This design comes from an exercise in tuning for small area and a short achievable clock period on the open sky130 flow, not from production work.
Only simulation tests tie the RTL to the original design; equivalence was not proved.

`run.sh`:
```
#!/bin/bash
# synth_recipe.tcl (not shown) runs the flow's synth.tcl, then flattens the netlist and writes it again
# the make line also repeats each setting of config.mk as NAME=value (left out here)
make -C /OpenROAD-flow-scripts/flow DESIGN_CONFIG=/design/flow/config.mk WORK_HOME=/design/flow/orfs CLKGATE_MAP_FILE= SYNTH_SCRIPT=/design/flow/synth_recipe.tcl finish
```
`config.mk`:
```
export PLATFORM = sky130hd
export DESIGN_NAME = fft
export DESIGN_NICKNAME = fft
export VERILOG_FILES = /design/flow/design.v
export SDC_FILE = /design/flow/constraint.sdc
export NUM_CORES = 8
export LEC_CHECK = 0
export CAP_MARGIN = 20
export CORE_MARGIN = 2
export CORE_UTILIZATION = 45
export CTS_CLUSTER_DIAMETER = 100
export CTS_CLUSTER_SIZE = 20
export SETUP_SLACK_MARGIN = 3.5
export SLEW_MARGIN = 20
```
`constraint.sdc`:
```
create_clock -name core_clock -period 7.5 [get_ports {clk}]
set_input_delay 1.5000 -clock core_clock [delete_from_list [all_inputs] [get_ports {clk}]]
set_output_delay 1.5000 -clock core_clock [all_outputs]
set_load 0.01 [all_outputs]
```
`design.v`:
```
module fft(
	input wire			clk,
	input wire			rst_n,
	input wire[16:0]	data_i0_R,
	input wire[16:0]	data_i0_I,
	input wire[16:0]	data_i1_R,
	input wire[16:0]	data_i1_I,
	output reg[16:0]	data_o0_R,
	output reg[16:0]	data_o0_I,
	output reg[16:0]	data_o1_R,
	output reg[16:0]	data_o1_I
);
  reg [2:0] ph;
  reg [1:0] fd;
  wire [2:0] pn = ph + 3'd1;
  wire [1:0] fdn = (ph == 3'd7 && fd != 2'd3) ? fd + 2'd1 : fd;
  reg [3:0] oplus, ominus;
  wire vnext = (fdn == 2'd3) || (fdn == 2'd2 && pn[2]);
  always @(posedge clk or negedge rst_n)
    if (!rst_n) begin ph <= 3'd7; fd <= 2'd0; oplus <= 4'd0; ominus <= 4'd0; end
    else begin ph <= pn; fd <= fdn; oplus <= {4{vnext & pn[2]}}; ominus <= {4{vnext & ~pn[2]}}; end
  reg [16:0] XA0_0_R, XA0_0_I;
  reg [16:0] XA1_0_R, XA1_0_I;
  reg [16:0] XA2_0_R, XA2_0_I;
  reg [16:0] PU_0_R, PU_0_I;
  reg [16:0] PV_0_R, PV_0_I;
  reg [16:0] PP_0_R, PP_0_I;
  reg [16:0] R0_0_R, R0_0_I;
  reg [16:0] R1_0_R, R1_0_I;
  reg [16:0] QP_0_R, QP_0_I;
  reg [16:0] QU_0_R, QU_0_I;
  reg [16:0] M0_0_R, M0_0_I;
  reg [16:0] M1_0_R, M1_0_I;
  reg [16:0] M2_0_R, M2_0_I;
  reg [16:0] M3_0_R, M3_0_I;
  reg [16:0] QT_0_x0, QT_0_x1, QT_0_y0, QT_0_y1;
  reg [16:0] XA0_1_R, XA0_1_I;
  reg [16:0] XA1_1_R, XA1_1_I;
  reg [16:0] XA2_1_R, XA2_1_I;
  reg [16:0] PU_1_R, PU_1_I;
  reg [16:0] PV_1_R, PV_1_I;
  reg [16:0] R0_1_R, R0_1_I;
  reg [16:0] R1_1_R, R1_1_I;
  reg [16:0] QP_1_R, QP_1_I;
  reg [16:0] QU_1_R, QU_1_I;
  reg [16:0] HV_1_R, HV_1_I;
  reg [16:0] M0_1_R, M0_1_I;
  reg [16:0] M1_1_R, M1_1_I;
  reg [16:0] M2_1_R, M2_1_I;
  reg [16:0] M3_1_R, M3_1_I;
  reg [16:0] QT_1_x0, QT_1_x1, QT_1_y0, QT_1_y1;
  reg s_w3a;
  reg s_w3b;
  reg s_Ppin0;
  reg s_mP0;
  reg s_mQ0;
  reg s_Ppin1;
  reg s_mP1;
  reg s_mQ1;
  reg s_XA0_0_R_0;
  reg s_XA0_0_R_1;
  reg s_PU_0_R_0;
  reg s_PU_0_R_1;
  reg s_PU_0_R_2;
  reg s_PV_0_R_0;
  reg s_PV_0_R_1;
  reg s_PV_0_R_2;
  reg s_PP_0_R_0;
  reg s_PP_0_R_1;
  reg s_PP_0_R_2;
  reg s_QP_0_R_0;
  reg s_QP_0_R_1;
  reg s_QP_0_R_2;
  reg s_QU_0_R_0;
  reg s_QU_0_R_1;
  reg s_QU_0_R_2;
  reg s_QU_0_R_3;
  reg s_QU_0_R_4;
  reg s_XA0_0_I_0;
  reg s_XA0_0_I_1;
  reg s_PU_0_I_0;
  reg s_PU_0_I_1;
  reg s_PU_0_I_2;
  reg s_PV_0_I_0;
  reg s_PV_0_I_1;
  reg s_PV_0_I_2;
  reg s_PP_0_I_0;
  reg s_PP_0_I_1;
  reg s_PP_0_I_2;
  reg s_QP_0_I_0;
  reg s_QP_0_I_1;
  reg s_QP_0_I_2;
  reg s_QU_0_I_0;
  reg s_QU_0_I_1;
  reg s_QU_0_I_2;
  reg s_QU_0_I_3;
  reg s_QU_0_I_4;
  reg s_QT_0_x0_0;
  reg s_QT_0_x0_1;
  reg s_QT_0_x0_2;
  reg s_QT_0_x0_3;
  reg s_QT_0_x0_4;
  reg s_QT_0_x0_5;
  reg s_QT_0_x1_0;
  reg s_QT_0_x1_1;
  reg s_QT_0_x1_2;
  reg s_QT_0_x1_3;
  reg s_QT_0_x1_4;
  reg s_QT_0_x1_5;
  reg s_QT_0_y0_0;
  reg s_QT_0_y0_1;
  reg s_QT_0_y0_2;
  reg s_QT_0_y0_3;
  reg s_QT_0_y0_4;
  reg s_QT_0_y0_5;
  reg s_QT_0_y0_6;
  reg s_QT_0_y1_0;
  reg s_QT_0_y1_1;
  reg s_QT_0_y1_2;
  reg s_QT_0_y1_3;
  reg s_QT_0_y1_4;
  reg s_QT_0_y1_5;
  reg s_QT_0_y1_6;
  reg s_XA0_1_R_0;
  reg s_XA0_1_R_1;
  reg s_PU_1_R_0;
  reg s_PU_1_R_1;
  reg s_PU_1_R_2;
  reg s_PV_1_R_0;
  reg s_PV_1_R_1;
  reg s_PV_1_R_2;
  reg s_QP_1_R_0;
  reg s_QP_1_R_1;
  reg s_QP_1_R_2;
  reg s_QP_1_R_3;
  reg s_QP_1_R_4;
  reg s_QU_1_R_0;
  reg s_QU_1_R_1;
  reg s_QU_1_R_2;
  reg s_QU_1_R_3;
  reg s_QU_1_R_4;
  reg s_HV_1_R_0;
  reg s_HV_1_R_1;
  reg s_HV_1_R_2;
  reg s_HV_1_R_3;
  reg s_HV_1_R_4;
  reg s_XA0_1_I_0;
  reg s_XA0_1_I_1;
  reg s_PU_1_I_0;
  reg s_PU_1_I_1;
  reg s_PU_1_I_2;
  reg s_PV_1_I_0;
  reg s_PV_1_I_1;
  reg s_PV_1_I_2;
  reg s_QP_1_I_0;
  reg s_QP_1_I_1;
  reg s_QP_1_I_2;
  reg s_QP_1_I_3;
  reg s_QP_1_I_4;
  reg s_QU_1_I_0;
  reg s_QU_1_I_1;
  reg s_QU_1_I_2;
  reg s_QU_1_I_3;
  reg s_QU_1_I_4;
  reg s_HV_1_I_0;
  reg s_HV_1_I_1;
  reg s_HV_1_I_2;
  reg s_HV_1_I_3;
  reg s_HV_1_I_4;
  reg s_QT_1_x0_0;
  reg s_QT_1_x0_1;
  reg s_QT_1_x0_2;
  reg s_QT_1_x0_3;
  reg s_QT_1_x1_0;
  reg s_QT_1_x1_1;
  reg s_QT_1_x1_2;
  reg s_QT_1_x1_3;
  reg s_QT_1_x1_4;
  reg s_QT_1_x1_5;
  reg s_QT_1_y0_0;
  reg s_QT_1_y0_1;
  reg s_QT_1_y0_2;
  reg s_QT_1_y0_3;
  reg s_QT_1_y0_4;
  reg s_QT_1_y1_0;
  reg s_QT_1_y1_1;
  reg s_QT_1_y1_2;
  reg s_QT_1_y1_3;
  reg s_QT_1_y1_4;
  reg s_QT_1_y1_5;
  wire [16:0] h0rs1 = {{1{QP_0_R[16]}}, QP_0_R[16:1]} ^ {{3{QP_0_R[16]}}, QP_0_R[16:3]} ^ {{4{QP_0_R[16]}}, QP_0_R[16:4]};
  wire [16:0] h0rm2 = (({{1{QP_0_R[16]}}, QP_0_R[16:1]} & {{3{QP_0_R[16]}}, QP_0_R[16:3]}) | ({{1{QP_0_R[16]}}, QP_0_R[16:1]} & {{4{QP_0_R[16]}}, QP_0_R[16:4]}) | ({{3{QP_0_R[16]}}, QP_0_R[16:3]} & {{4{QP_0_R[16]}}, QP_0_R[16:4]}));
  wire [16:0] h0rs3 = h0rs1 ^ {h0rm2[15:0], 1'b0} ^ {{6{QP_0_R[16]}}, QP_0_R[16:6]};
  wire [16:0] h0rm4 = ((h0rs1 & {h0rm2[15:0], 1'b0}) | (h0rs1 & {{6{QP_0_R[16]}}, QP_0_R[16:6]}) | ({h0rm2[15:0], 1'b0} & {{6{QP_0_R[16]}}, QP_0_R[16:6]}));
  wire [16:0] h0rs5 = h0rs3 ^ {h0rm4[15:0], 1'b0} ^ {{8{QP_0_R[16]}}, QP_0_R[16:8]};
  wire [16:0] h0rm6 = ((h0rs3 & {h0rm4[15:0], 1'b0}) | (h0rs3 & {{8{QP_0_R[16]}}, QP_0_R[16:8]}) | ({h0rm4[15:0], 1'b0} & {{8{QP_0_R[16]}}, QP_0_R[16:8]}));
  wire [16:0] h0is7 = {{1{QP_0_I[16]}}, QP_0_I[16:1]} ^ {{3{QP_0_I[16]}}, QP_0_I[16:3]} ^ {{4{QP_0_I[16]}}, QP_0_I[16:4]};
  wire [16:0] h0im8 = (({{1{QP_0_I[16]}}, QP_0_I[16:1]} & {{3{QP_0_I[16]}}, QP_0_I[16:3]}) | ({{1{QP_0_I[16]}}, QP_0_I[16:1]} & {{4{QP_0_I[16]}}, QP_0_I[16:4]}) | ({{3{QP_0_I[16]}}, QP_0_I[16:3]} & {{4{QP_0_I[16]}}, QP_0_I[16:4]}));
  wire [16:0] h0is9 = h0is7 ^ {h0im8[15:0], 1'b0} ^ {{6{QP_0_I[16]}}, QP_0_I[16:6]};
  wire [16:0] h0im10 = ((h0is7 & {h0im8[15:0], 1'b0}) | (h0is7 & {{6{QP_0_I[16]}}, QP_0_I[16:6]}) | ({h0im8[15:0], 1'b0} & {{6{QP_0_I[16]}}, QP_0_I[16:6]}));
  wire [16:0] h0is11 = h0is9 ^ {h0im10[15:0], 1'b0} ^ {{8{QP_0_I[16]}}, QP_0_I[16:8]};
  wire [16:0] h0im12 = ((h0is9 & {h0im10[15:0], 1'b0}) | (h0is9 & {{8{QP_0_I[16]}}, QP_0_I[16:8]}) | ({h0im10[15:0], 1'b0} & {{8{QP_0_I[16]}}, QP_0_I[16:8]}));
  wire [16:0] h0na13 = ~h0rs5;
  wire [16:0] h0nb14 = ~{h0rm6[15:0], 1'b0};
  wire [16:0] h0tras15 = h0rs5 ^ {h0rm6[15:0], 1'b0} ^ h0is11;
  wire [16:0] h0tram16 = ((h0rs5 & {h0rm6[15:0], 1'b0}) | (h0rs5 & h0is11) | ({h0rm6[15:0], 1'b0} & h0is11));
  wire [16:0] h0trbs17 = h0tras15 ^ {h0tram16[15:0], 1'b0} ^ {h0im12[15:0], 1'b0};
  wire [16:0] h0trbm18 = ((h0tras15 & {h0tram16[15:0], 1'b0}) | (h0tras15 & {h0im12[15:0], 1'b0}) | ({h0tram16[15:0], 1'b0} & {h0im12[15:0], 1'b0}));
  wire [16:0] h0tias19 = h0is11 ^ h0na13 ^ h0nb14;
  wire [16:0] h0tiam20 = ((h0is11 & h0na13) | (h0is11 & h0nb14) | (h0na13 & h0nb14));
  wire [16:0] h0tibs21 = h0tias19 ^ {h0tiam20[15:0], 1'b1} ^ ({h0im12[15:0], 1'b0} | 17'd1);
  wire [16:0] h0tibm22 = ((h0tias19 & {h0tiam20[15:0], 1'b1}) | (h0tias19 & ({h0im12[15:0], 1'b0} | 17'd1)) | ({h0tiam20[15:0], 1'b1} & ({h0im12[15:0], 1'b0} | 17'd1)));
  wire [16:0] h1rs23 = {{1{HV_1_R[16]}}, HV_1_R[16:1]} ^ {{3{HV_1_R[16]}}, HV_1_R[16:3]} ^ {{4{HV_1_R[16]}}, HV_1_R[16:4]};
  wire [16:0] h1rm24 = (({{1{HV_1_R[16]}}, HV_1_R[16:1]} & {{3{HV_1_R[16]}}, HV_1_R[16:3]}) | ({{1{HV_1_R[16]}}, HV_1_R[16:1]} & {{4{HV_1_R[16]}}, HV_1_R[16:4]}) | ({{3{HV_1_R[16]}}, HV_1_R[16:3]} & {{4{HV_1_R[16]}}, HV_1_R[16:4]}));
  wire [16:0] h1rs25 = h1rs23 ^ {h1rm24[15:0], 1'b0} ^ {{6{HV_1_R[16]}}, HV_1_R[16:6]};
  wire [16:0] h1rm26 = ((h1rs23 & {h1rm24[15:0], 1'b0}) | (h1rs23 & {{6{HV_1_R[16]}}, HV_1_R[16:6]}) | ({h1rm24[15:0], 1'b0} & {{6{HV_1_R[16]}}, HV_1_R[16:6]}));
  wire [16:0] h1rs27 = h1rs25 ^ {h1rm26[15:0], 1'b0} ^ {{8{HV_1_R[16]}}, HV_1_R[16:8]};
  wire [16:0] h1rm28 = ((h1rs25 & {h1rm26[15:0], 1'b0}) | (h1rs25 & {{8{HV_1_R[16]}}, HV_1_R[16:8]}) | ({h1rm26[15:0], 1'b0} & {{8{HV_1_R[16]}}, HV_1_R[16:8]}));
  wire [16:0] h1is29 = {{1{HV_1_I[16]}}, HV_1_I[16:1]} ^ {{3{HV_1_I[16]}}, HV_1_I[16:3]} ^ {{4{HV_1_I[16]}}, HV_1_I[16:4]};
  wire [16:0] h1im30 = (({{1{HV_1_I[16]}}, HV_1_I[16:1]} & {{3{HV_1_I[16]}}, HV_1_I[16:3]}) | ({{1{HV_1_I[16]}}, HV_1_I[16:1]} & {{4{HV_1_I[16]}}, HV_1_I[16:4]}) | ({{3{HV_1_I[16]}}, HV_1_I[16:3]} & {{4{HV_1_I[16]}}, HV_1_I[16:4]}));
  wire [16:0] h1is31 = h1is29 ^ {h1im30[15:0], 1'b0} ^ {{6{HV_1_I[16]}}, HV_1_I[16:6]};
  wire [16:0] h1im32 = ((h1is29 & {h1im30[15:0], 1'b0}) | (h1is29 & {{6{HV_1_I[16]}}, HV_1_I[16:6]}) | ({h1im30[15:0], 1'b0} & {{6{HV_1_I[16]}}, HV_1_I[16:6]}));
  wire [16:0] h1is33 = h1is31 ^ {h1im32[15:0], 1'b0} ^ {{8{HV_1_I[16]}}, HV_1_I[16:8]};
  wire [16:0] h1im34 = ((h1is31 & {h1im32[15:0], 1'b0}) | (h1is31 & {{8{HV_1_I[16]}}, HV_1_I[16:8]}) | ({h1im32[15:0], 1'b0} & {{8{HV_1_I[16]}}, HV_1_I[16:8]}));
  wire [16:0] h1na35 = ~h1rs27;
  wire [16:0] h1nb36 = ~{h1rm28[15:0], 1'b0};
  wire [16:0] h1tras37 = h1rs27 ^ {h1rm28[15:0], 1'b0} ^ h1is33;
  wire [16:0] h1tram38 = ((h1rs27 & {h1rm28[15:0], 1'b0}) | (h1rs27 & h1is33) | ({h1rm28[15:0], 1'b0} & h1is33));
  wire [16:0] h1trbs39 = h1tras37 ^ {h1tram38[15:0], 1'b0} ^ {h1im34[15:0], 1'b0};
  wire [16:0] h1trbm40 = ((h1tras37 & {h1tram38[15:0], 1'b0}) | (h1tras37 & {h1im34[15:0], 1'b0}) | ({h1tram38[15:0], 1'b0} & {h1im34[15:0], 1'b0}));
  wire [16:0] h1tias41 = h1is33 ^ h1na35 ^ h1nb36;
  wire [16:0] h1tiam42 = ((h1is33 & h1na35) | (h1is33 & h1nb36) | (h1na35 & h1nb36));
  wire [16:0] h1tibs43 = h1tias41 ^ {h1tiam42[15:0], 1'b1} ^ ({h1im34[15:0], 1'b0} | 17'd1);
  wire [16:0] h1tibm44 = ((h1tias41 & {h1tiam42[15:0], 1'b1}) | (h1tias41 & ({h1im34[15:0], 1'b0} | 17'd1)) | ({h1tiam42[15:0], 1'b1} & ({h1im34[15:0], 1'b0} | 17'd1)));
  wire [16:0] cpR = QP_1_R;
  wire [16:0] spR = QP_1_I;
  wire [16:0] cpI = QP_1_I;
  wire [16:0] spI = QP_1_R;
  wire [16:0] ucrs45 = {{1{cpR[16]}}, cpR[16:1]} ^ {{2{cpR[16]}}, cpR[16:2]} ^ {{3{cpR[16]}}, cpR[16:3]};
  wire [16:0] ucrm46 = (({{1{cpR[16]}}, cpR[16:1]} & {{2{cpR[16]}}, cpR[16:2]}) | ({{1{cpR[16]}}, cpR[16:1]} & {{3{cpR[16]}}, cpR[16:3]}) | ({{2{cpR[16]}}, cpR[16:2]} & {{3{cpR[16]}}, cpR[16:3]}));
  wire [16:0] ucrs47 = ucrs45 ^ {ucrm46[15:0], 1'b0} ^ {{5{cpR[16]}}, cpR[16:5]};
  wire [16:0] ucrm48 = ((ucrs45 & {ucrm46[15:0], 1'b0}) | (ucrs45 & {{5{cpR[16]}}, cpR[16:5]}) | ({ucrm46[15:0], 1'b0} & {{5{cpR[16]}}, cpR[16:5]}));
  wire [16:0] ucrs49 = ucrs47 ^ {ucrm48[15:0], 1'b0} ^ {{6{cpR[16]}}, cpR[16:6]};
  wire [16:0] ucrm50 = ((ucrs47 & {ucrm48[15:0], 1'b0}) | (ucrs47 & {{6{cpR[16]}}, cpR[16:6]}) | ({ucrm48[15:0], 1'b0} & {{6{cpR[16]}}, cpR[16:6]}));
  wire [16:0] usrs51 = {{2{spR[16]}}, spR[16:2]} ^ {{3{spR[16]}}, spR[16:3]} ^ {{8{spR[16]}}, spR[16:8]};
  wire [16:0] usrm52 = (({{2{spR[16]}}, spR[16:2]} & {{3{spR[16]}}, spR[16:3]}) | ({{2{spR[16]}}, spR[16:2]} & {{8{spR[16]}}, spR[16:8]}) | ({{3{spR[16]}}, spR[16:3]} & {{8{spR[16]}}, spR[16:8]}));
  wire [16:0] utras53 = ucrs49 ^ {ucrm50[15:0], 1'b0} ^ usrs51;
  wire [16:0] utram54 = ((ucrs49 & {ucrm50[15:0], 1'b0}) | (ucrs49 & usrs51) | ({ucrm50[15:0], 1'b0} & usrs51));
  wire [16:0] utrbs55 = utras53 ^ {utram54[15:0], 1'b0} ^ {usrm52[15:0], 1'b0};
  wire [16:0] utrbm56 = ((utras53 & {utram54[15:0], 1'b0}) | (utras53 & {usrm52[15:0], 1'b0}) | ({utram54[15:0], 1'b0} & {usrm52[15:0], 1'b0}));
  wire [16:0] ucis57 = {{1{cpI[16]}}, cpI[16:1]} ^ {{2{cpI[16]}}, cpI[16:2]} ^ {{3{cpI[16]}}, cpI[16:3]};
  wire [16:0] ucim58 = (({{1{cpI[16]}}, cpI[16:1]} & {{2{cpI[16]}}, cpI[16:2]}) | ({{1{cpI[16]}}, cpI[16:1]} & {{3{cpI[16]}}, cpI[16:3]}) | ({{2{cpI[16]}}, cpI[16:2]} & {{3{cpI[16]}}, cpI[16:3]}));
  wire [16:0] ucis59 = ucis57 ^ {ucim58[15:0], 1'b0} ^ {{5{cpI[16]}}, cpI[16:5]};
  wire [16:0] ucim60 = ((ucis57 & {ucim58[15:0], 1'b0}) | (ucis57 & {{5{cpI[16]}}, cpI[16:5]}) | ({ucim58[15:0], 1'b0} & {{5{cpI[16]}}, cpI[16:5]}));
  wire [16:0] ucis61 = ucis59 ^ {ucim60[15:0], 1'b0} ^ {{6{cpI[16]}}, cpI[16:6]};
  wire [16:0] ucim62 = ((ucis59 & {ucim60[15:0], 1'b0}) | (ucis59 & {{6{cpI[16]}}, cpI[16:6]}) | ({ucim60[15:0], 1'b0} & {{6{cpI[16]}}, cpI[16:6]}));
  wire [16:0] usis63 = {{2{spI[16]}}, spI[16:2]} ^ {{3{spI[16]}}, spI[16:3]} ^ {{8{spI[16]}}, spI[16:8]};
  wire [16:0] usim64 = (({{2{spI[16]}}, spI[16:2]} & {{3{spI[16]}}, spI[16:3]}) | ({{2{spI[16]}}, spI[16:2]} & {{8{spI[16]}}, spI[16:8]}) | ({{3{spI[16]}}, spI[16:3]} & {{8{spI[16]}}, spI[16:8]}));
  wire [16:0] uA65 = ucis61 ^ {17{s_w3b}};
  wire [16:0] uB66 = ({ucim62[15:0], 1'b0} ^ {17{s_w3b}}) | 17'd1;
  wire [16:0] uC67 = usis63 ^ {17{~s_w3b}};
  wire [16:0] uD68 = ({usim64[15:0], 1'b0} ^ {17{~s_w3b}}) | 17'd1;
  wire [16:0] utias69 = uA65 ^ uB66 ^ uC67;
  wire [16:0] utiam70 = ((uA65 & uB66) | (uA65 & uC67) | (uB66 & uC67));
  wire [16:0] utibs71 = utias69 ^ {utiam70[15:0], 1'b1} ^ uD68;
  wire [16:0] utibm72 = ((utias69 & {utiam70[15:0], 1'b1}) | (utias69 & uD68) | ({utiam70[15:0], 1'b1} & uD68));
  wire [16:0] vP0_R = s_Ppin0 ? data_i0_R : PV_0_R;
  wire [16:0] vP0_I = s_Ppin0 ? data_i0_I : PV_0_I;
  wire [16:0] plusP0_R = PU_0_R + vP0_R;
  wire [16:0] minusP0_R = PU_0_R - vP0_R;
  wire [17:0] sumP0_I = {PU_0_I, 1'b1} + {vP0_I, s_mP0};
  wire [17:0] difP0_I = {PU_0_I, 1'b1} + {~vP0_I, ~s_mP0};
  wire [16:0] plusP0_I = sumP0_I[17:1];
  wire [16:0] minusP0_I = difP0_I[17:1];
  wire mQc0 = s_mQ0;
  wire [16:0] nQU_0_R = ~QU_0_R;
  wire [16:0] nQU_0_I = ~QU_0_I;
  wire [16:0] nQTx0_0 = ~QT_0_x0, nQTx1_0 = ~QT_0_x1, nQTy0_0 = ~QT_0_y0, nQTy1_0 = ~QT_0_y1;
  wire nmQc0 = ~mQc0;
  wire [16:0] q0prs73 = QU_0_R ^ QT_0_x0 ^ QT_0_x1;
  wire [16:0] q0prm74 = ((QU_0_R & QT_0_x0) | (QU_0_R & QT_0_x1) | (QT_0_x0 & QT_0_x1));
  wire [16:0] q0mrs75 = QU_0_R ^ nQTx0_0 ^ nQTx1_0;
  wire [16:0] q0mrm76 = ((QU_0_R & nQTx0_0) | (QU_0_R & nQTx1_0) | (nQTx0_0 & nQTx1_0));
  wire [16:0] q0pis77 = QU_0_I ^ QT_0_y0 ^ QT_0_y1;
  wire [16:0] q0pim78 = ((QU_0_I & QT_0_y0) | (QU_0_I & QT_0_y1) | (QT_0_y0 & QT_0_y1));
  wire [16:0] q0mis79 = QU_0_I ^ nQTy0_0 ^ nQTy1_0;
  wire [16:0] q0mim80 = ((QU_0_I & nQTy0_0) | (QU_0_I & nQTy1_0) | (nQTy0_0 & nQTy1_0));
  wire [16:0] plusQ0_R = q0prs73 + {q0prm74[15:0], 1'b0};
  wire [17:0] msumR0 = {q0mrs75, 1'b1} + {{q0mrm76[15:0], 1'b1}, 1'b1};
  wire [16:0] minusQ0_R = msumR0[17:1];
  wire [17:0] ysum0_p = {q0pis77, 1'b1} + {{q0pim78[15:0], mQc0}, mQc0};
  wire [17:0] ysum0_m = {q0mis79, 1'b1} + {{q0mim80[15:0], nmQc0}, nmQc0};
  wire [16:0] plusQ0_I = ysum0_p[17:1];
  wire [16:0] minusQ0_I = ysum0_m[17:1];
  wire [16:0] vP1_R = s_Ppin1 ? data_i1_R : PV_1_R;
  wire [16:0] vP1_I = s_Ppin1 ? data_i1_I : PV_1_I;
  wire [16:0] plusP1_R = PU_1_R + vP1_R;
  wire [16:0] minusP1_R = PU_1_R - vP1_R;
  wire [17:0] sumP1_I = {PU_1_I, 1'b1} + {vP1_I, s_mP1};
  wire [17:0] difP1_I = {PU_1_I, 1'b1} + {~vP1_I, ~s_mP1};
  wire [16:0] plusP1_I = sumP1_I[17:1];
  wire [16:0] minusP1_I = difP1_I[17:1];
  wire mQc1 = s_mQ1;
  wire [16:0] nQU_1_R = ~QU_1_R;
  wire [16:0] nQU_1_I = ~QU_1_I;
  wire [16:0] nQTx0_1 = ~QT_1_x0, nQTx1_1 = ~QT_1_x1, nQTy0_1 = ~QT_1_y0, nQTy1_1 = ~QT_1_y1;
  wire nmQc1 = ~mQc1;
  wire [16:0] q1prs81 = QU_1_R ^ QT_1_x0 ^ QT_1_x1;
  wire [16:0] q1prm82 = ((QU_1_R & QT_1_x0) | (QU_1_R & QT_1_x1) | (QT_1_x0 & QT_1_x1));
  wire [16:0] q1mrs83 = QU_1_R ^ nQTx0_1 ^ nQTx1_1;
  wire [16:0] q1mrm84 = ((QU_1_R & nQTx0_1) | (QU_1_R & nQTx1_1) | (nQTx0_1 & nQTx1_1));
  wire [16:0] q1pis85 = QU_1_I ^ QT_1_y0 ^ QT_1_y1;
  wire [16:0] q1pim86 = ((QU_1_I & QT_1_y0) | (QU_1_I & QT_1_y1) | (QT_1_y0 & QT_1_y1));
  wire [16:0] q1mis87 = QU_1_I ^ nQTy0_1 ^ nQTy1_1;
  wire [16:0] q1mim88 = ((QU_1_I & nQTy0_1) | (QU_1_I & nQTy1_1) | (nQTy0_1 & nQTy1_1));
  wire [16:0] plusQ1_R = q1prs81 + {q1prm82[15:0], 1'b0};
  wire [17:0] msumR1 = {q1mrs83, 1'b1} + {{q1mrm84[15:0], 1'b1}, 1'b1};
  wire [16:0] minusQ1_R = msumR1[17:1];
  wire [17:0] ysum1_p = {q1pis85, 1'b1} + {{q1pim86[15:0], mQc1}, mQc1};
  wire [17:0] ysum1_m = {q1mis87, 1'b1} + {{q1mim88[15:0], nmQc1}, nmQc1};
  wire [16:0] plusQ1_I = ysum1_p[17:1];
  wire [16:0] minusQ1_I = ysum1_m[17:1];
  always @(posedge clk) begin
    s_w3a <= (pn == 3'd4) | (pn == 3'd6);
    s_w3b <= (pn == 3'd4) | (pn == 3'd6);
    s_Ppin0 <= (pn == 3'd4) | (pn == 3'd5) | (pn == 3'd6) | (pn == 3'd7);
    s_mP0 <= (pn == 3'd3);
    s_mQ0 <= (pn == 3'd0) | (pn == 3'd1) | (pn == 3'd3) | (pn == 3'd6) | (pn == 3'd7);
    s_Ppin1 <= (pn == 3'd4) | (pn == 3'd5) | (pn == 3'd6) | (pn == 3'd7);
    s_mP1 <= (pn == 3'd3);
    s_mQ1 <= (pn == 3'd0) | (pn == 3'd1) | (pn == 3'd3) | (pn == 3'd6) | (pn == 3'd7);
    s_XA0_0_R_0 <= (pn == 3'd4) | (pn == 3'd5) | (pn == 3'd6) | (pn == 3'd7);
    s_XA0_0_R_1 <= (pn == 3'd0) | (pn == 3'd1) | (pn == 3'd2) | (pn == 3'd3);
    s_PU_0_R_0 <= (pn == 3'd0) | (pn == 3'd3) | (pn == 3'd4) | (pn == 3'd5) | (pn == 3'd6) | (pn == 3'd7);
    s_PU_0_R_1 <= (pn == 3'd1);
    s_PU_0_R_2 <= (pn == 3'd2);
    s_PV_0_R_0 <= (pn == 3'd0) | (pn == 3'd7);
    s_PV_0_R_1 <= (pn == 3'd1);
    s_PV_0_R_2 <= (pn == 3'd2);
    s_PP_0_R_0 <= (pn == 3'd0) | (pn == 3'd1) | (pn == 3'd2) | (pn == 3'd3);
    s_PP_0_R_1 <= (pn == 3'd4) | (pn == 3'd5) | (pn == 3'd6);
    s_PP_0_R_2 <= (pn == 3'd7);
    s_QP_0_R_0 <= (pn == 3'd0) | (pn == 3'd2) | (pn == 3'd3);
    s_QP_0_R_1 <= (pn == 3'd1);
    s_QP_0_R_2 <= (pn == 3'd4) | (pn == 3'd5) | (pn == 3'd6) | (pn == 3'd7);
    s_QU_0_R_0 <= (pn == 3'd7);
    s_QU_0_R_1 <= (pn == 3'd0);
    s_QU_0_R_2 <= (pn == 3'd1);
    s_QU_0_R_3 <= (pn == 3'd2);
    s_QU_0_R_4 <= (pn == 3'd3) | (pn == 3'd4) | (pn == 3'd5) | (pn == 3'd6);
    s_XA0_0_I_0 <= (pn == 3'd4) | (pn == 3'd5) | (pn == 3'd6) | (pn == 3'd7);
    s_XA0_0_I_1 <= (pn == 3'd0) | (pn == 3'd1) | (pn == 3'd2) | (pn == 3'd3);
    s_PU_0_I_0 <= (pn == 3'd0) | (pn == 3'd3) | (pn == 3'd4) | (pn == 3'd5) | (pn == 3'd6) | (pn == 3'd7);
    s_PU_0_I_1 <= (pn == 3'd1);
    s_PU_0_I_2 <= (pn == 3'd2);
    s_PV_0_I_0 <= (pn == 3'd0) | (pn == 3'd7);
    s_PV_0_I_1 <= (pn == 3'd1);
    s_PV_0_I_2 <= (pn == 3'd2);
    s_PP_0_I_0 <= (pn == 3'd0) | (pn == 3'd1) | (pn == 3'd2) | (pn == 3'd3);
    s_PP_0_I_1 <= (pn == 3'd4) | (pn == 3'd5) | (pn == 3'd6);
    s_PP_0_I_2 <= (pn == 3'd7);
    s_QP_0_I_0 <= (pn == 3'd0) | (pn == 3'd2) | (pn == 3'd3);
    s_QP_0_I_1 <= (pn == 3'd1);
    s_QP_0_I_2 <= (pn == 3'd4) | (pn == 3'd5) | (pn == 3'd6) | (pn == 3'd7);
    s_QU_0_I_0 <= (pn == 3'd7);
    s_QU_0_I_1 <= (pn == 3'd0);
    s_QU_0_I_2 <= (pn == 3'd1);
    s_QU_0_I_3 <= (pn == 3'd2);
    s_QU_0_I_4 <= (pn == 3'd3) | (pn == 3'd4) | (pn == 3'd5) | (pn == 3'd6);
    s_QT_0_x0_0 <= (pn == 3'd1);
    s_QT_0_x0_1 <= (pn == 3'd2);
    s_QT_0_x0_2 <= (pn == 3'd3);
    s_QT_0_x0_3 <= (pn == 3'd4);
    s_QT_0_x0_4 <= (pn == 3'd5);
    s_QT_0_x0_5 <= (pn == 3'd6);
    s_QT_0_x1_0 <= (pn == 3'd7);
    s_QT_0_x1_1 <= (pn == 3'd0);
    s_QT_0_x1_2 <= (pn == 3'd1);
    s_QT_0_x1_3 <= (pn == 3'd2);
    s_QT_0_x1_4 <= (pn == 3'd4);
    s_QT_0_x1_5 <= (pn == 3'd6);
    s_QT_0_y0_0 <= (pn == 3'd1);
    s_QT_0_y0_1 <= (pn == 3'd2);
    s_QT_0_y0_2 <= (pn == 3'd3);
    s_QT_0_y0_3 <= (pn == 3'd4);
    s_QT_0_y0_4 <= (pn == 3'd5);
    s_QT_0_y0_5 <= (pn == 3'd6);
    s_QT_0_y0_6 <= (pn == 3'd0) | (pn == 3'd7);
    s_QT_0_y1_0 <= (pn == 3'd7);
    s_QT_0_y1_1 <= (pn == 3'd0);
    s_QT_0_y1_2 <= (pn == 3'd1);
    s_QT_0_y1_3 <= (pn == 3'd2);
    s_QT_0_y1_4 <= (pn == 3'd4);
    s_QT_0_y1_5 <= (pn == 3'd6);
    s_QT_0_y1_6 <= (pn == 3'd5);
    s_XA0_1_R_0 <= (pn == 3'd4) | (pn == 3'd5) | (pn == 3'd6) | (pn == 3'd7);
    s_XA0_1_R_1 <= (pn == 3'd0) | (pn == 3'd1) | (pn == 3'd2) | (pn == 3'd3);
    s_PU_1_R_0 <= (pn == 3'd0) | (pn == 3'd3) | (pn == 3'd4) | (pn == 3'd5) | (pn == 3'd6) | (pn == 3'd7);
    s_PU_1_R_1 <= (pn == 3'd1);
    s_PU_1_R_2 <= (pn == 3'd2);
    s_PV_1_R_0 <= (pn == 3'd0) | (pn == 3'd7);
    s_PV_1_R_1 <= (pn == 3'd1);
    s_PV_1_R_2 <= (pn == 3'd2);
    s_QP_1_R_0 <= (pn == 3'd0);
    s_QP_1_R_1 <= (pn == 3'd2);
    s_QP_1_R_2 <= (pn == 3'd3);
    s_QP_1_R_3 <= (pn == 3'd4);
    s_QP_1_R_4 <= (pn == 3'd5);
    s_QU_1_R_0 <= (pn == 3'd7);
    s_QU_1_R_1 <= (pn == 3'd0);
    s_QU_1_R_2 <= (pn == 3'd1);
    s_QU_1_R_3 <= (pn == 3'd2);
    s_QU_1_R_4 <= (pn == 3'd3) | (pn == 3'd4) | (pn == 3'd5) | (pn == 3'd6);
    s_HV_1_R_0 <= (pn == 3'd0);
    s_HV_1_R_1 <= (pn == 3'd1);
    s_HV_1_R_2 <= (pn == 3'd2) | (pn == 3'd3);
    s_HV_1_R_3 <= (pn == 3'd4) | (pn == 3'd5) | (pn == 3'd6);
    s_HV_1_R_4 <= (pn == 3'd7);
    s_XA0_1_I_0 <= (pn == 3'd4) | (pn == 3'd5) | (pn == 3'd6) | (pn == 3'd7);
    s_XA0_1_I_1 <= (pn == 3'd0) | (pn == 3'd1) | (pn == 3'd2) | (pn == 3'd3);
    s_PU_1_I_0 <= (pn == 3'd0) | (pn == 3'd3) | (pn == 3'd4) | (pn == 3'd5) | (pn == 3'd6) | (pn == 3'd7);
    s_PU_1_I_1 <= (pn == 3'd1);
    s_PU_1_I_2 <= (pn == 3'd2);
    s_PV_1_I_0 <= (pn == 3'd0) | (pn == 3'd7);
    s_PV_1_I_1 <= (pn == 3'd1);
    s_PV_1_I_2 <= (pn == 3'd2);
    s_QP_1_I_0 <= (pn == 3'd0);
    s_QP_1_I_1 <= (pn == 3'd2);
    s_QP_1_I_2 <= (pn == 3'd3);
    s_QP_1_I_3 <= (pn == 3'd4);
    s_QP_1_I_4 <= (pn == 3'd5);
    s_QU_1_I_0 <= (pn == 3'd7);
    s_QU_1_I_1 <= (pn == 3'd0);
    s_QU_1_I_2 <= (pn == 3'd1);
    s_QU_1_I_3 <= (pn == 3'd2);
    s_QU_1_I_4 <= (pn == 3'd3) | (pn == 3'd4) | (pn == 3'd5) | (pn == 3'd6);
    s_HV_1_I_0 <= (pn == 3'd0);
    s_HV_1_I_1 <= (pn == 3'd1);
    s_HV_1_I_2 <= (pn == 3'd2) | (pn == 3'd3);
    s_HV_1_I_3 <= (pn == 3'd4) | (pn == 3'd5) | (pn == 3'd6);
    s_HV_1_I_4 <= (pn == 3'd7);
    s_QT_1_x0_0 <= (pn == 3'd1);
    s_QT_1_x0_1 <= (pn == 3'd2);
    s_QT_1_x0_2 <= (pn == 3'd3) | (pn == 3'd4);
    s_QT_1_x0_3 <= (pn == 3'd5) | (pn == 3'd6);
    s_QT_1_x1_0 <= (pn == 3'd7);
    s_QT_1_x1_1 <= (pn == 3'd0);
    s_QT_1_x1_2 <= (pn == 3'd1);
    s_QT_1_x1_3 <= (pn == 3'd2);
    s_QT_1_x1_4 <= (pn == 3'd3) | (pn == 3'd4);
    s_QT_1_x1_5 <= (pn == 3'd5) | (pn == 3'd6);
    s_QT_1_y0_0 <= (pn == 3'd1);
    s_QT_1_y0_1 <= (pn == 3'd2);
    s_QT_1_y0_2 <= (pn == 3'd3) | (pn == 3'd4);
    s_QT_1_y0_3 <= (pn == 3'd5) | (pn == 3'd6);
    s_QT_1_y0_4 <= (pn == 3'd0) | (pn == 3'd7);
    s_QT_1_y1_0 <= (pn == 3'd7);
    s_QT_1_y1_1 <= (pn == 3'd0);
    s_QT_1_y1_2 <= (pn == 3'd1);
    s_QT_1_y1_3 <= (pn == 3'd2);
    s_QT_1_y1_4 <= (pn == 3'd3) | (pn == 3'd4);
    s_QT_1_y1_5 <= (pn == 3'd5) | (pn == 3'd6);
    XA0_0_R <= ({17{s_XA0_0_R_0}} & plusP0_R) | ({17{s_XA0_0_R_1}} & data_i0_R);
    XA1_0_R <= XA0_0_R; XA2_0_R <= XA1_0_R;
    PU_0_R <= ({17{s_PU_0_R_0}} & XA2_0_R) | ({17{s_PU_0_R_1}} & PP_0_R) | ({17{s_PU_0_R_2}} & R1_0_R);
    PV_0_R <= ({17{s_PV_0_R_0}} & XA0_0_R) | ({17{s_PV_0_R_1}} & plusP0_R) | ({17{s_PV_0_R_2}} & R0_0_I);
    PP_0_R <= ({17{s_PP_0_R_0}} & plusP0_R) | ({17{s_PP_0_R_1}} & R1_0_R) | ({17{s_PP_0_R_2}} & PP_0_R);
    R0_0_R <= minusP0_R; R1_0_R <= R0_0_R;
    QP_0_R <= ({17{s_QP_0_R_0}} & plusQ0_R) | ({17{s_QP_0_R_1}} & M0_0_R) | ({17{s_QP_0_R_2}} & M1_0_R);
    QU_0_R <= ({17{s_QU_0_R_0}} & R1_0_R) | ({17{s_QU_0_R_1}} & PP_0_R) | ({17{s_QU_0_R_2}} & plusQ0_R) | ({17{s_QU_0_R_3}} & M0_0_R) | ({17{s_QU_0_R_4}} & PP_0_R);
    M0_0_R <= minusQ0_R; M1_0_R <= M0_0_R; M2_0_R <= M1_0_R; M3_0_R <= M2_0_R;
    XA0_0_I <= ({17{s_XA0_0_I_0}} & plusP0_I) | ({17{s_XA0_0_I_1}} & data_i0_I);
    XA1_0_I <= XA0_0_I; XA2_0_I <= XA1_0_I;
    PU_0_I <= ({17{s_PU_0_I_0}} & XA2_0_I) | ({17{s_PU_0_I_1}} & PP_0_I) | ({17{s_PU_0_I_2}} & R1_0_I);
    PV_0_I <= ({17{s_PV_0_I_0}} & XA0_0_I) | ({17{s_PV_0_I_1}} & plusP0_I) | ({17{s_PV_0_I_2}} & (~R0_0_R));
    PP_0_I <= ({17{s_PP_0_I_0}} & plusP0_I) | ({17{s_PP_0_I_1}} & R1_0_I) | ({17{s_PP_0_I_2}} & PP_0_I);
    R0_0_I <= minusP0_I; R1_0_I <= R0_0_I;
    QP_0_I <= ({17{s_QP_0_I_0}} & plusQ0_I) | ({17{s_QP_0_I_1}} & M0_0_I) | ({17{s_QP_0_I_2}} & M1_0_I);
    QU_0_I <= ({17{s_QU_0_I_0}} & R1_0_I) | ({17{s_QU_0_I_1}} & PP_0_I) | ({17{s_QU_0_I_2}} & plusQ0_I) | ({17{s_QU_0_I_3}} & M0_0_I) | ({17{s_QU_0_I_4}} & PP_0_I);
    M0_0_I <= minusQ0_I; M1_0_I <= M0_0_I; M2_0_I <= M1_0_I; M3_0_I <= M2_0_I;
    QT_0_x0 <= ({17{s_QT_0_x0_0}} & h0trbs17) | ({17{s_QT_0_x0_1}} & h0tibs21) | ({17{s_QT_0_x0_2}} & HV_1_R) | ({17{s_QT_0_x0_3}} & h1trbs39) | ({17{s_QT_0_x0_4}} & HV_1_I) | ({17{s_QT_0_x0_5}} & h1tibs43);
    QT_0_x1 <= ({17{s_QT_0_x1_0}} & minusP0_I) | ({17{s_QT_0_x1_1}} & R1_0_I) | ({17{s_QT_0_x1_2}} & {h0trbm18[15:0], 1'b0}) | ({17{s_QT_0_x1_3}} & {h0tibm22[15:0], 1'b0}) | ({17{s_QT_0_x1_4}} & {h1trbm40[15:0], 1'b0}) | ({17{s_QT_0_x1_5}} & {h1tibm44[15:0], 1'b0});
    QT_0_y0 <= ({17{s_QT_0_y0_0}} & h0tibs21) | ({17{s_QT_0_y0_1}} & (~h0trbs17)) | ({17{s_QT_0_y0_2}} & HV_1_I) | ({17{s_QT_0_y0_3}} & h1tibs43) | ({17{s_QT_0_y0_4}} & (~HV_1_R)) | ({17{s_QT_0_y0_5}} & (~h1trbs39)) | ({17{s_QT_0_y0_6}} & 17'h1ffff);
    QT_0_y1 <= ({17{s_QT_0_y1_0}} & (~minusP0_R)) | ({17{s_QT_0_y1_1}} & (~R1_0_R)) | ({17{s_QT_0_y1_2}} & {h0tibm22[15:0], 1'b0}) | ({17{s_QT_0_y1_3}} & (~{h0trbm18[15:0], 1'b0})) | ({17{s_QT_0_y1_4}} & {h1tibm44[15:0], 1'b0}) | ({17{s_QT_0_y1_5}} & (~{h1trbm40[15:0], 1'b0})) | ({17{s_QT_0_y1_6}} & 17'h1ffff);
    XA0_1_R <= ({17{s_XA0_1_R_0}} & plusP1_R) | ({17{s_XA0_1_R_1}} & data_i1_R);
    XA1_1_R <= XA0_1_R; XA2_1_R <= XA1_1_R;
    PU_1_R <= ({17{s_PU_1_R_0}} & XA2_1_R) | ({17{s_PU_1_R_1}} & QP_1_R) | ({17{s_PU_1_R_2}} & R1_1_R);
    PV_1_R <= ({17{s_PV_1_R_0}} & XA0_1_R) | ({17{s_PV_1_R_1}} & plusP1_R) | ({17{s_PV_1_R_2}} & R0_1_I);
    R0_1_R <= minusP1_R; R1_1_R <= R0_1_R;
    QP_1_R <= ({17{s_QP_1_R_0}} & plusP1_R) | ({17{s_QP_1_R_1}} & plusQ1_R) | ({17{s_QP_1_R_2}} & plusQ1_I) | ({17{s_QP_1_R_3}} & M1_1_R) | ({17{s_QP_1_R_4}} & M1_1_I);
    QU_1_R <= ({17{s_QU_1_R_0}} & R1_1_R) | ({17{s_QU_1_R_1}} & HV_1_R) | ({17{s_QU_1_R_2}} & plusQ1_R) | ({17{s_QU_1_R_3}} & M0_1_R) | ({17{s_QU_1_R_4}} & QP_0_R);
    HV_1_R <= ({17{s_HV_1_R_0}} & plusQ1_R) | ({17{s_HV_1_R_1}} & M0_1_R) | ({17{s_HV_1_R_2}} & plusP1_R) | ({17{s_HV_1_R_3}} & R1_1_R) | ({17{s_HV_1_R_4}} & HV_1_R);
    M0_1_R <= minusQ1_R; M1_1_R <= M0_1_R; M2_1_R <= M1_1_R; M3_1_R <= M2_1_R;
    XA0_1_I <= ({17{s_XA0_1_I_0}} & plusP1_I) | ({17{s_XA0_1_I_1}} & data_i1_I);
    XA1_1_I <= XA0_1_I; XA2_1_I <= XA1_1_I;
    PU_1_I <= ({17{s_PU_1_I_0}} & XA2_1_I) | ({17{s_PU_1_I_1}} & QP_1_I) | ({17{s_PU_1_I_2}} & R1_1_I);
    PV_1_I <= ({17{s_PV_1_I_0}} & XA0_1_I) | ({17{s_PV_1_I_1}} & plusP1_I) | ({17{s_PV_1_I_2}} & (~R0_1_R));
    R0_1_I <= minusP1_I; R1_1_I <= R0_1_I;
    QP_1_I <= ({17{s_QP_1_I_0}} & plusP1_I) | ({17{s_QP_1_I_1}} & plusQ1_I) | ({17{s_QP_1_I_2}} & plusQ1_R) | ({17{s_QP_1_I_3}} & M1_1_I) | ({17{s_QP_1_I_4}} & M1_1_R);
    QU_1_I <= ({17{s_QU_1_I_0}} & R1_1_I) | ({17{s_QU_1_I_1}} & HV_1_I) | ({17{s_QU_1_I_2}} & plusQ1_I) | ({17{s_QU_1_I_3}} & M0_1_I) | ({17{s_QU_1_I_4}} & QP_0_I);
    HV_1_I <= ({17{s_HV_1_I_0}} & plusQ1_I) | ({17{s_HV_1_I_1}} & M0_1_I) | ({17{s_HV_1_I_2}} & plusP1_I) | ({17{s_HV_1_I_3}} & R1_1_I) | ({17{s_HV_1_I_4}} & HV_1_I);
    M0_1_I <= minusQ1_I; M1_1_I <= M0_1_I; M2_1_I <= M1_1_I; M3_1_I <= M2_1_I;
    QT_1_x0 <= ({17{s_QT_1_x0_0}} & h1trbs39) | ({17{s_QT_1_x0_1}} & h1tibs43) | ({17{s_QT_1_x0_2}} & utrbs55) | ({17{s_QT_1_x0_3}} & utibs71);
    QT_1_x1 <= ({17{s_QT_1_x1_0}} & minusP1_I) | ({17{s_QT_1_x1_1}} & R1_1_I) | ({17{s_QT_1_x1_2}} & {h1trbm40[15:0], 1'b0}) | ({17{s_QT_1_x1_3}} & {h1tibm44[15:0], 1'b0}) | ({17{s_QT_1_x1_4}} & {utrbm56[15:0], 1'b0}) | ({17{s_QT_1_x1_5}} & {utibm72[15:0], 1'b0});
    QT_1_y0 <= ({17{s_QT_1_y0_0}} & h1tibs43) | ({17{s_QT_1_y0_1}} & (~h1trbs39)) | ({17{s_QT_1_y0_2}} & utibs71) | ({17{s_QT_1_y0_3}} & (~utrbs55)) | ({17{s_QT_1_y0_4}} & 17'h1ffff);
    QT_1_y1 <= ({17{s_QT_1_y1_0}} & (~minusP1_R)) | ({17{s_QT_1_y1_1}} & (~R1_1_R)) | ({17{s_QT_1_y1_2}} & {h1tibm44[15:0], 1'b0}) | ({17{s_QT_1_y1_3}} & (~{h1trbm40[15:0], 1'b0})) | ({17{s_QT_1_y1_4}} & {utibm72[15:0], 1'b0}) | ({17{s_QT_1_y1_5}} & (~{utrbm56[15:0], 1'b0}));
  end
  always @(posedge clk) begin
    data_o0_R <= ({17{oplus[0]}} & plusQ0_R) | ({17{ominus[0]}} & M3_0_R);
    data_o0_I <= ({17{oplus[1]}} & plusQ0_I) | ({17{ominus[1]}} & M3_0_I);
    data_o1_R <= ({17{oplus[2]}} & plusQ1_R) | ({17{ominus[2]}} & M3_1_R);
    data_o1_I <= ({17{oplus[3]}} & plusQ1_I) | ({17{ominus[3]}} & M3_1_I);
  end
endmodule
```
==> flow_summary_export.csv, run 1 <==
group,metric,value,unit
outcome,run_status,"finished clean",
drt,routedWlPerCell,29.02,um
synthesis,most_numerous_cell_in_the_yosys_netlist,"sky130_fd_sc_hd__dfxtp_1",
drt,drt-vias-per-instance,6.072,
synthesis,synthTopCellsByArea,"sky130_fd_sc_hd__dfxtp_1, sky130_fd_sc_hd__fa_1, sky130_fd_sc_hd__ha_1, sky130_fd_sc_hd__inv_1, sky130_fd_sc_hd__a222oi_1",
critical_path,criticalPathCategory,"flop to flop",
synthesis,synth-seq-area-share,36.90,%
die,die_h,382.0,um
die,io_pins,138,
clock_network,insertion_delay,0.74,ns
drt,vias,50843,
flow_run,max_cap_viol_count,0,
clock_network,cts.root.buffer_cell,"sky130_fd_sc_hd__clkbuf_16",
critical_path,worst_path_cell_trace,"fa_1 > inv_1 > fa_1 > xnor2_1 > xnor2_1 > fa_1 > inv_2 > fa_2 > inv_4 > a222oi_1 > o221ai_1 > o21bai_1",
clock_network,clk_pin_slew_worst_paths,0.09,ns
sta,timing.slew.headroom,18.08,%
die,placementRows,138,
sta,unrepaired_setup_endpoints_after_global_routing,"true",
synthesis,post_synth_mux_area_share,1.331,%
drt,post-route-drc-count,0,
critical_path,cp.required,8.12,ns
grt,vias_in_the_first_global_route,48925,
clock_network,ctsLongestPathBuffers,3,
synthesis,yosys.area_share.adder,22.50,%
sta,setup_total_negative_slack,0,ns
synthesis,combinational_family_with_the_most_area_after_synthesis,"adder cells",
final_layout,final_nets,7364,
synthesis,synth_area,0.06429,mm2
critical_path,cp-end-kind,"flop",
synthesis,synthesis.nets,7321,
critical_path,critical_path.n_buffers_inverters,3,
synthesis,yosys_warnings,1,
synthesis,post-synth-top-area-fraction,36.62,%
sta,min_period_over_period,55.34,%
clock_network,cts_hold_repair.buffers,0,
synthesis,synth.top_cells.by_count,"sky130_fd_sc_hd__dfxtp_1, sky130_fd_sc_hd__inv_1, sky130_fd_sc_hd__fa_1",
place,gpl.final_weighted_congestion,1.011,
clock_network,cts_inserted_buffers,73,
sta,max_freq,0.2409,GHz
final_layout,share_of_final_layout_standard_cells_stronger_than_drive_strength_1,8.588,%
sta,setup_viol,0,
grt,track_usage,32.61,%
synthesis,synth_xor_xnor_area_share,5.340,%
sta,tightest_slew,1.220,ns
drt,ant_nets,0,
critical_path,critical_path.top_delay_family,"adder cells",
critical_path,critical_path.max_stage_delay,0.63,ns
die,placeable_core_region,0.1418,mm2
clock_network,ctsHtreeMaxLevel,3,
critical_path,critPathSlowestCell,"sky130_fd_sc_hd__a222oi_1",
worst_hold_path,min_path_type,"flop to flop",
place,detailedPlacementHpwl,183.6,mm
grt,wire_length_of_the_first_global_routing_pass,345.3,mm
sta,report.final.slew_viol_count,0,
critical_path,rrSetupSlack,3.35,ns
drt,first_iter_violations,7221,
sta,finalWorstPathRequiredPeriod,4.151,ns
synthesis,ys_ff_latch,1183,
die,die-width,382.0,um
synthesis,post_synth_num_cell_types,93,
sta,skew,0.04070,ns
synthesis,synth_top_flop_cell,"sky130_fd_sc_hd__dfxtp_1",
synthesis,synthCells,6408,
synthesis,synth_top_area_cell,"sky130_fd_sc_hd__dfxtp_1",
clock_network,numClockSinks,1183,
die,dieArea,0.1459,mm2
drt,detail_route.wirelength,243.0,mm
drt,detail_route.first_pass.iterations,11,
final_layout,areaGrowthSynthToFinish,10.77,%
die,initial_core_util,45.35,%
synthesis,ys_async_sr_fraction,0.5917,%
synthesis,synth-edff-count,0,
grt,global_route.overflow_total,0,
grt,number_of_antenna_violations_at_the_first_check_in_global_routing,25,
synthesis,synth_compound_gate_area_share,18.78,%
critical_path,critical_path.most_common_cell,"sky130_fd_sc_hd__fa_1",
critical_path,worstSetupStartpointType,"flop",
sta,hold_viol,0,
grt,pin_count_of_the_biggest_net_entering_global_routing,125,
synthesis,syn_area_per_cell,10.03,um2
clock_network,cts_tree,"built",
place,placement.io_buffers,137,
critical_path,worst-endpoint-arrival,4.77,ns
synthesis,synth_simple_gate_area_share,8.262,%
critical_path,critical_path.max_fanout,8,
## worst register-to-register path, cell delays in order, from the launching register on
cell	delay [ns]
sky130_fd_sc_hd__dfxtp_4	0.42
sky130_fd_sc_hd__fa_1	0.59
sky130_fd_sc_hd__inv_1	0.06
sky130_fd_sc_hd__fa_1	0.45
sky130_fd_sc_hd__xnor2_1	0.15
sky130_fd_sc_hd__xnor2_1	0.26
sky130_fd_sc_hd__fa_1	0.47
sky130_fd_sc_hd__inv_2	0.09
sky130_fd_sc_hd__fa_2	0.26
sky130_fd_sc_hd__inv_4	0.06
sky130_fd_sc_hd__a222oi_1	0.63
sky130_fd_sc_hd__o221ai_1	0.35
sky130_fd_sc_hd__o21bai_1	0.24
## stage by stage
step | instance area (um2) | hold slack (ns) | utilization [%] | worst slack (ns) | std cells
global route | 71190 | 0.3231 | 50.22 | 3.301 | 8364
global placement | 67420 | 0.3099 | 47.56 | 2.568 | 8182
detailed placement | 67420 | 0.3121 | 47.56 | 2.532 | 8182
CTS | 70080 | 0.3168 | 49.44 | 3.344 | 8304
finish | 71210 | 0.3124 | 50.23 | 3.349 | 8373
floorplan | 64300 | 0.3096 | - | 3.508 | 6408
## layout by cell type, fill, tap and decap left out, types with 23 or more instances in the layout
cell and n:
sky130_fd_sc_hd__dfxtp_2 47, sky130_fd_sc_hd__nand3_1 131, sky130_fd_sc_hd__clkdlybuf4s50_1 134, sky130_fd_sc_hd__nand2b_1 40
sky130_fd_sc_hd__o211ai_1 60, sky130_fd_sc_hd__a222oi_1 255, sky130_fd_sc_hd__or2_2 25, sky130_fd_sc_hd__fa_2 28
sky130_fd_sc_hd__a21oi_1 200, sky130_fd_sc_hd__dfxtp_1 1084, sky130_fd_sc_hd__o221ai_1 26, sky130_fd_sc_hd__xnor2_1 246
sky130_fd_sc_hd__o21ai_1 23, sky130_fd_sc_hd__o21a_1 45, sky130_fd_sc_hd__o21bai_1 39, sky130_fd_sc_hd__and3_1 24
sky130_fd_sc_hd__a221o_1 53, sky130_fd_sc_hd__a211oi_1 35, sky130_fd_sc_hd__nor3_1 83, sky130_fd_sc_hd__a22oi_1 163
sky130_fd_sc_hd__dfxtp_4 45, sky130_fd_sc_hd__a21o_1 53, sky130_fd_sc_hd__o22ai_1 83, sky130_fd_sc_hd__mux2i_1 75
sky130_fd_sc_hd__inv_1 814, sky130_fd_sc_hd__fa_1 494, sky130_fd_sc_hd__clkbuf_16 75, sky130_fd_sc_hd__xor2_1 125
sky130_fd_sc_hd__nor2_1 243, sky130_fd_sc_hd__buf_4 145, sky130_fd_sc_hd__nand2_1 420, sky130_fd_sc_hd__ha_1 314
sky130_fd_sc_hd__nor2b_1 47, sky130_fd_sc_hd__a221oi_1 30, sky130_fd_sc_hd__a22o_1 122, sky130_fd_sc_hd__or3_1 39
sky130_fd_sc_hd__o21ai_0 176
## cell type report
class / count / area, um2
diodes: 9 / 22.52
clock buffers: 83 / 1917
clock inverters: 15 / 185.2
fillers: 12897 / 70550
inverters: 846 / 3199
multi-input cells: 4050 / 36850
flip-flops and latches: 1183 / 23950
well taps: 1890 / 2365
repair buffers: 297 / 2716
## worst paths after layout
| check | from | to | cells past startpoint |
|---|---|---|---|
| worst max-delay path | HV_1_I[12]$_DFF_P_ | QT_1_y1[12]$_DFF_P_ | 12 |
| worst min-delay path | XA1_1_I[9]$_DFF_P_ | XA2_1_I[9]$_DFF_P_ | 0 |
| worst max register to register | HV_1_I[12]$_DFF_P_ | QT_1_y1[12]$_DFF_P_ | 12 |
| worst min register to register | XA1_1_I[9]$_DFF_P_ | XA2_1_I[9]$_DFF_P_ | 0 |
| max in group asynchronous | rst_n | ph[1]$_DFF_PN1_ | 1 |
| min in group asynchronous | rst_n | fd[0]$_DFF_PN0_ | 1 |
## kinds of logic (layout without fill, tap and decap cells)
kind of cell	Yosys count	in the layout
compound gates	1583	1583
flops	1183	1183
buf+inv	1175	1241
simple gates	1147	1147
fa+ha+maj	843	843
xor+xnor	392	392
mux	85	85
other cells	0	9
## repair_timing
action | CTS | global route
cloned | 0 | 0
setup endpoints to repair | 175 | 168
setup buffers | 24 | 60
resized for setup | 123 | 172
pin swaps | 18 | 56
## per-layer routing
metal / vias to the layer above / wire (um) / part of all wire (%) / GRT usage, %
met2: 2669 / 100700 / 41 / 46.93
met5: - / 82 / 0.034 / 0
li1: 22306 / - / - / -
met4: 14 / 11430 / 4.7 / 13.82
met3: 436 / 30520 / 13 / 10.98
met1: 25418 / 100200 / 41 / 44.53
==> inputs of run 2 (changes only) <==
--- a/config.mk
+++ b/config.mk
@@ -8,7 +8,8 @@
 export CAP_MARGIN = 20
 export CORE_MARGIN = 2
-export CORE_UTILIZATION = 45
+export CORE_UTILIZATION = 50
 export CTS_CLUSTER_DIAMETER = 100
 export CTS_CLUSTER_SIZE = 20
-export SETUP_SLACK_MARGIN = 3.5
+export PLACE_DENSITY = 0.65
+export SETUP_SLACK_MARGIN = 3.6
 export SLEW_MARGIN = 20
==> run 2 against run 1 <==
Area after synthesis is the same; highest routed layer unchanged; global-route usage grew 3.2 points; first-iteration DRC count grew 12%.
==> flow_summary_export.csv, run 2 <==
group,metric,value,unit
sta,tightest_slew,1.218,ns
synthesis,syn_area_per_cell,10.03,um2
critical_path,rr_endpoint,"QT_1_y1[9]$_DFF_P_",
clock_network,cts.root.buffer_cell,"sky130_fd_sc_hd__clkbuf_16",
grt,track_usage,35.80,%
grt,pin_count_of_the_biggest_net_entering_global_routing,167,
critical_path,worst_path_cell_trace,"fa_1 > inv_1 > fa_1 > fa_1 > inv_1 > fa_1 > inv_2 > fa_2 > a222oi_1 > o221ai_1 > o21bai_1",
critical_path,worstSetupStartpointType,"flop",
critical_path,cp-end-kind,"flop",
clock_network,ctsHtreeMaxLevel,3,
synthesis,synth_top_area_cell,"sky130_fd_sc_hd__dfxtp_1",
place,gpl.final_weighted_congestion,1.043,
sta,setup_total_negative_slack,0,ns
critical_path,worst-endpoint-arrival,4.71,ns
critical_path,critical_path.max_stage_delay,0.55,ns
grt,number_of_antenna_violations_at_the_first_check_in_global_routing,21,
die,io_pins,138,
grt,global_route.overflow_total,0,
place,placement.io_buffers,137,
final_layout,mostFrequentLayoutCell,"sky130_fd_sc_hd__dfxtp_1",
synthesis,synthCells,6408,
critical_path,worst-r2r-cell-count,11,
critical_path,critical_path.n_buffers_inverters,3,
die,die-width,362.6,um
synthesis,post-synth-top-area-fraction,36.62,%
sta,worst_hold_margin,0.3136,ns
clock_network,insertion_delay,0.74,ns
place,placed_cells_incl_taps,7947,
synthesis,ys_async_sr_fraction,0.5917,%
final_layout,share_of_final_layout_standard_cells_stronger_than_drive_strength_1,10.94,%
sta,hold_viol,0,
die,die_h,362.6,um
drt,detail_route.first_pass.iterations,10,
clock_network,cts_inserted_buffers,72,
sta,report.final.slew_viol_count,0,
sta,timing.slew.headroom,18.78,%
synthesis,synthTopCellsByArea,"sky130_fd_sc_hd__dfxtp_1, sky130_fd_sc_hd__fa_1, sky130_fd_sc_hd__ha_1, sky130_fd_sc_hd__inv_1, sky130_fd_sc_hd__a222oi_1",
final_layout,final_cell_area,0.07198,mm2
synthesis,yosys_warnings,1,
final_layout,final_nets,7432,
worst_hold_path,hp-start,"XA1_1_R[6]$_DFF_P_",
final_layout,most-common-layout-cells,"sky130_fd_sc_hd__dfxtp_1, sky130_fd_sc_hd__inv_1, sky130_fd_sc_hd__fa_1, sky130_fd_sc_hd__nand2_1, sky130_fd_sc_hd__ha_1",
die,placementRows,131,
final_layout,seqCellArea,0.02399,mm2
worst_hold_path,whs_endpoint,"XA2_1_R[6]$_DFF_P_",
synthesis,synth_top_flop_cell,"sky130_fd_sc_hd__dfxtp_1",
drt,detail_route.wirelength,241.0,mm
place,place_worst_setup_slack,2.633,ns
outcome,run_status,"finished clean",
sta,finalWorstPathRequiredPeriod,4.118,ns
critical_path,critical_path.max_fanout,5,
die,dieArea,0.1315,mm2
grt,wire_length_of_the_first_global_routing_pass,339.7,mm
synthesis,synth_area,0.06429,mm2
final_layout,layout.filler_cells,11097,
critical_path,launch_point_of_the_worst_reg_to_reg_path,"HV_1_I[9]$_DFF_P_",
critical_path,critical_path.most_common_cell,"sky130_fd_sc_hd__fa_1",
final_layout,areaGrowthSynthToFinish,11.96,%
clock_network,clk_pin_slew_worst_paths,0.09,ns
drt,ant_nets,0,
final_layout,multi_input_comb_area,0.03728,mm2
die,placeable_core_region,0.1275,mm2
final_layout,final_core_utilization,56.44,%
drt,drt-vias-per-instance,6.322,
sta,setup_viol,0,
sta,min_period_over_period,54.91,%
drt,routedWlPerCell,29.38,um
critical_path,cp.required,8.09,ns
worst_hold_path,min_path_type,"flop to flop",
sta,max_freq,0.2428,GHz
synthesis,synth.top_cells.by_count,"sky130_fd_sc_hd__dfxtp_1, sky130_fd_sc_hd__inv_1, sky130_fd_sc_hd__fa_1",
sta,unrepaired_setup_endpoints_after_global_routing,"true",
critical_path,rrSetupSlack,3.38,ns
die,initial_core_util,50.42,%
synthesis,synth-edff-count,0,
clock_network,numClockSinks,1183,
place,post_dp_cell_area,0.06713,mm2
synthesis,synth-seq-area-share,36.90,%
critical_path,critical_path.top_delay_family,"adder cells",
synthesis,synthesis.nets,7321,
flow_run,max_cap_viol_count,0,
drt,vias,51866,
drt,first_iter_violations,8115,
synthesis,post_synth_num_cell_types,93,
synthesis,ys_ff_latch,1183,
synthesis,most_numerous_cell_in_the_yosys_netlist,"sky130_fd_sc_hd__dfxtp_1",
sta,skew,0.04049,ns
clock_network,ctsLongestPathBuffers,3,
clock_network,cts_hold_repair.buffers,0,
critical_path,critPathSlowestCell,"sky130_fd_sc_hd__a222oi_1",
sta,postLayoutSetupSlackWorst,3.382,ns
critical_path,criticalPathCategory,"flop to flop",
worst_hold_path,hold-path-cell-count,0,
drt,post-route-drc-count,0,
clock_network,cts_tree,"built",
final_layout,post_layout_nonfiller_instances,8204,
grt,vias_in_the_first_global_route,48709,
place,detailedPlacementHpwl,179.0,mm
## run 2: cell types whose count changed in the layout (fill, tap and decap cells not counted), moves of 8 or more
| cell | delta |
|---|---|
| sky130_fd_sc_hd__a221oi_1 | -8 |
| sky130_fd_sc_hd__a221oi_2 | +8 |
| sky130_fd_sc_hd__buf_4 | +51 |
| sky130_fd_sc_hd__buf_6 | +13 |
| sky130_fd_sc_hd__dfxtp_2 | -11 |
| sky130_fd_sc_hd__dfxtp_4 | +14 |
| sky130_fd_sc_hd__ha_1 | -14 |
| sky130_fd_sc_hd__ha_2 | +14 |
| sky130_fd_sc_hd__inv_1 | -18 |
| sky130_fd_sc_hd__inv_2 | +14 |
| sky130_fd_sc_hd__o22ai_1 | -9 |
| sky130_fd_sc_hd__o22ai_2 | +10 |
## run 2: what timing repair did
| item | 4_1_cts | 5_1_grt |
|---|---|---|
| pin swaps | 54 | 126 |
| resized for setup | 208 | 222 |
| gates cloned | 0 | 0 |
| endpoints found under the setup margin | 231 | 205 |
| buffers inserted | 57 | 102 |
## run 2: kinds of logic (layout without fill, tap and decap cells)
group | after synthesis | count (layout) | share of synthesized area (%)
AO/OA/AOI/OAI | 1583 | 1583 | 18.78
flip-flops | 1183 | 1183 | 36.90
buffers and inverters | 1175 | 1305 | 6.886
AND/OR/NAND/NOR | 1147 | 1147 | 8.262
adder cells (fa/ha/maj) | 843 | 843 | 22.50
XOR/XNOR | 392 | 392 | 5.340
multiplexers | 85 | 85 | 1.331
other | 0 | 4 | 0
## run 2: worst max path at each step
stage	startpoint	end	slack [ns]	depth (start not counted)
2_1_floorplan	data_i0_R[0]	XA0_0_R[16]$_DFF_P_	3.59	11
3_3_place_gp	data_i1_I[1]	HV_1_I[10]$_DFF_P_	2.70	10
3_5_place_dp	data_i1_I[1]	PV_1_I[15]$_DFF_P_	2.63	11
4_1_cts	HV_1_I[11]$_DFF_P_	QT_1_y1[9]$_DFF_P_	3.44	12
5_1_grt	HV_1_R[12]$_DFF_P_	QT_1_y1[9]$_DFF_P_	3.37	10
6_report	HV_1_I[9]$_DFF_P_	QT_1_y1[9]$_DFF_P_	3.38	11
## run 2: final cells by class
cell class / count / area share, %
inverters: 846 / 4.466
multi-input cells: 4050 / 51.80
flip-flops and latches: 1183 / 33.33
clock buffers: 80 / 2.575
clock inverters: 13 / 0.2712
well taps: 1662 / 2.889
repair buffers: 366 / 4.655
diodes: 4 / 0.01391
## run 2: per-layer routing
layer,wire (um),global-route usage (%),vias to the layer above
met3,34290,12.91,541
met2,98040,50.08,3175
met1,94300,48.32,25714
met4,14270,18.53,12
li1,-,-,22424
met5,131,0,-

[static timing again, ports no longer ideal]
How much do the figures lean on ideal ports? The routed layouts below were timed once more, with nothing changed but the port constraints. Step 1: set_driving_cell puts a clkbuf_16 on clk and a buf_2 on each other input, an assumption about the parent block. Step 2 moves the port delays by t, midway between the first and last clock arrival at a register: inputs arrive t later, outputs are due t later. That takes back most of the time a late clock gives input paths. Slacks: ideal / step 1 / step 2; pairs: ideal / step 1.
| run | shift t [ns] | setup slack, ns | hold slack, ns | slew at the worst register clock pin (ns) | pins driven straight from the clock port |
|---|---|---|---|---|---|
| run 1 | 0.792 | 3.349 / 3.349 / 2.787 | 0.312 / 0.312 / 0.312 | 0.09 / 0.09 | 1 |
| run 2 | 0.799 | 3.382 / 3.382 / 2.865 | 0.314 / 0.314 / 0.314 | 0.10 / 0.10 | 1 |
After both steps setup and hold are still met in every run listed. The setup slack of run 1, which loses most, moves by 0.000 ns with the drivers and by -0.562 ns with both steps.
